What follows belongs to an exercise in optimizing a design on an open flow for small area and a short achievable clock period; a production flow would make more cautious choices. Only simulation tests tie the RTL to the original design; equivalence was not proved.

== 03-20 ==
==> flow/design.v (excerpt) <==
module MPCA_top (
    input              clk,
    input      [127:0] packets,
    input       [11:0] channel_load,
    input        [8:0] channel_capacity,
    input       [63:0] KEY,
    output reg  [15:0] grant_channel
);
reg [127:0] packets_r;
reg  [11:0] channel_load_r;
reg   [8:0] channel_capacity_r;
reg  [63:0] KEY_r;
wire [15:0] grant_channel_w;
always @(posedge clk) begin
    packets_r          <= packets;
    channel_load_r     <= channel_load;
    channel_capacity_r <= channel_capacity;
    KEY_r              <= KEY;
    grant_channel      <= grant_channel_w;
end
MPCA u_mpca (
    .packets          (packets_r),
    .channel_load     (channel_load_r),
    .channel_capacity (channel_capacity_r),
    .KEY              (KEY_r),
    .grant_channel    (grant_channel_w)
);
endmodule
Size in the first run: roughly 8,600 cells after synthesis, ~230 I/O pins.
clock: 55.0 ns
lec_check: 0
abc_area: 1
cap_margin: 20
core_margin: 2
core_utilization: 40
slew_margin: 20
standard.sh (not shown) runs the stock make flow with config.mk's settings and CLKGATE_MAP_FILE= SYNTH_SCRIPT=/design/flow/synth_recipe.tcl, a recipe that flattens the netlist after the stock synthesis.
==> flow/flow/run.sh <==
#!/bin/bash
# The standard layout (standard.sh) with these changes to how it is made:
# - synthesis maps no full/half adder cells (ADDER_MAP_FILE empty), so ABC
#   maps all of the arbiter's logic itself, seeing whole paths; registers,
#   flattening and names are as in the standard synthesis;
# - every input and output port is still buffered, with the smallest buffer
#   (sky130_fd_sc_hd__buf_1) instead of the resizer's pick;
set -euo pipefail
export ADDER_MAP_FILE=
export BUFFER_PORTS_ARGS="-buffer_cell sky130_fd_sc_hd__buf_1"
export TNS_END_PERCENT=5
SETUP_SLACK_MARGIN=31.5 bash standard.sh cts > standard_to_cts.log 2>&1
SETUP_SLACK_MARGIN=30.5 bash standard.sh > standard_finish.log 2>&1
03-20: no failed stages, no open violations at the end
diff inputs: 03-20 => 12-27
Settings: changing CORE_UTILIZATION from 40 to 50; setting PLACE_DENSITY to 0.68 for the first time.
## What came out
- Compared with 03-20, 12-27 shows sequential share of cell area higher by 0.55 points.
- Compared with 03-20, 12-27 shows total length of routed met3 wires that has gone up by more than 10%.
- 12-27 against 03-20: summed area of non-filler cells in the final layout dropped 5.8%, area used by multi-input combinational logic shrank by about 4.3%.
- Sort 12-27 and 03-20 by routed via count divided by cell count asc -> top: 03-20
- Core utilization: 12-27 higher than 03-20
- The endpoint of the most critical setup path comes out grant_channel[3] in one run and grant_channel[7] in the other, namely in 12-27 and 03-20 respectively.

========
Another version of the RTL of MPCA_top (not shown whole).
Size in the first run: about 8600 cells after synthesis, about 260 flip-flops, about 230 I/O pins.
Design MPCA_top, start of the top module:
module MPCA_top (
    input              clk,
    input      [127:0] packets,
    input       [11:0] channel_load,
    input        [8:0] channel_capacity,
    input       [63:0] KEY,
    output reg  [15:0] grant_channel
);
==> flow/config.mk <==
export PLATFORM = sky130hd
export DESIGN_NAME = MPCA_top
export DESIGN_NICKNAME = MPCA_top
export VERILOG_FILES = /design/flow/design.v
export SDC_FILE = /design/flow/constraint.sdc
export NUM_CORES = 4
export LEC_CHECK = 0
export ABC_AREA = 1
export CAP_MARGIN = 20
export CORE_MARGIN = 2
export CORE_UTILIZATION = 56
export PLACE_DENSITY = 0.74
export SLEW_MARGIN = 20
==> flow/constraint.sdc <==
create_clock -name core_clock -period 55.0 [get_ports {clk}]
set_input_delay 11.0000 -clock core_clock [delete_from_list [all_inputs] [get_ports {clk}]]
set_output_delay 11.0000 -clock core_clock [all_outputs]
set_load 0.01 [all_outputs]
Scripts as last shown in full above: flow/flow/run.sh
The starting point finished but failed the layout checks on max-capacitance violations, max-slew violations.
==> next run, changes <==
- CORE_UTILIZATION: 56 -> 40
- PLACE_DENSITY: 0.74 -> not set
Now the flow ran to the end with no violations.
Non-clock buffer count went up by 25.
Routed wire length goes up by 9.2%.
Via count falls by 3.2%.
Setup slack improved by 180 ps.
Clock-buffer cell count goes up by 6.
First-iteration DRC count went down by 13%.
==> next run, changes <==
--- a/flow/flow/run.sh
+++ b/flow/flow/run.sh
@@ -10,4 +10,4 @@
 export BUFFER_PORTS_ARGS="-buffer_cell sky130_fd_sc_hd__buf_1"
 export TNS_END_PERCENT=5
-SETUP_SLACK_MARGIN=31.5 bash standard.sh cts > standard_to_cts.log 2>&1
-SETUP_SLACK_MARGIN=30.5 bash standard.sh > standard_finish.log 2>&1
+SETUP_SLACK_MARGIN=34 bash standard.sh cts > standard_to_cts.log 2>&1
+SETUP_SLACK_MARGIN=32.5 bash standard.sh > standard_finish.log 2>&1
- CORE_UTILIZATION: 40 -> 50
- PLACE_DENSITY: not set -> 0.68
After rerunning:
- via count went up by a few percent
- clock-buffer cell count went down by 6
- die area went down by about a fifth
- critical path depth went down by 2
- cell area went up by a few percent
- clock skew went down by 24 ps

-- what the ideal ports hide --
The results above use ideal ports. As a check the final layouts listed here were re-extracted and re-timed, cells and wires unchanged.
Step 1 sets driving cells, clkbuf_16 on the clock port and buf_2 on the other inputs (assumed; they add their load-dependent delay and slew).
Step 2 also shifts input and output timing later by t, the mid clock arrival at the registers, as if the neighbouring blocks saw the same clock.
a / b / c = no drivers / after step 1 / after step 2; a / b = the first two.
| run | t (ns) | setup slack, ns | worst hold slack (ns) | worst register clock-pin slew, ns |
|---|---|---|---|---|
| 03-20 | 0.693 | 31.645 / 31.645 / 31.645 | 1.181 / 1.181 / 1.181 | 0.08 / 0.08 |
| 12-27 | 0.712 | 31.381 / 31.381 / 31.381 | 1.256 / 1.256 / 1.256 | 0.08 / 0.08 |
| the first run of note 2 | 0.686 | 32.237 / 32.237 / 32.237 | 1.144 / 1.144 / 1.144 | 0.07 / 0.07 |
| the second run of note 2 | 0.711 | 32.420 / 32.420 / 32.420 | 1.209 / 1.209 / 1.209 | 0.07 / 0.07 |
| the third run of note 2 | 0.686 | 33.247 / 33.247 / 33.247 | 1.111 / 1.111 / 1.111 | 0.08 / 0.08 |
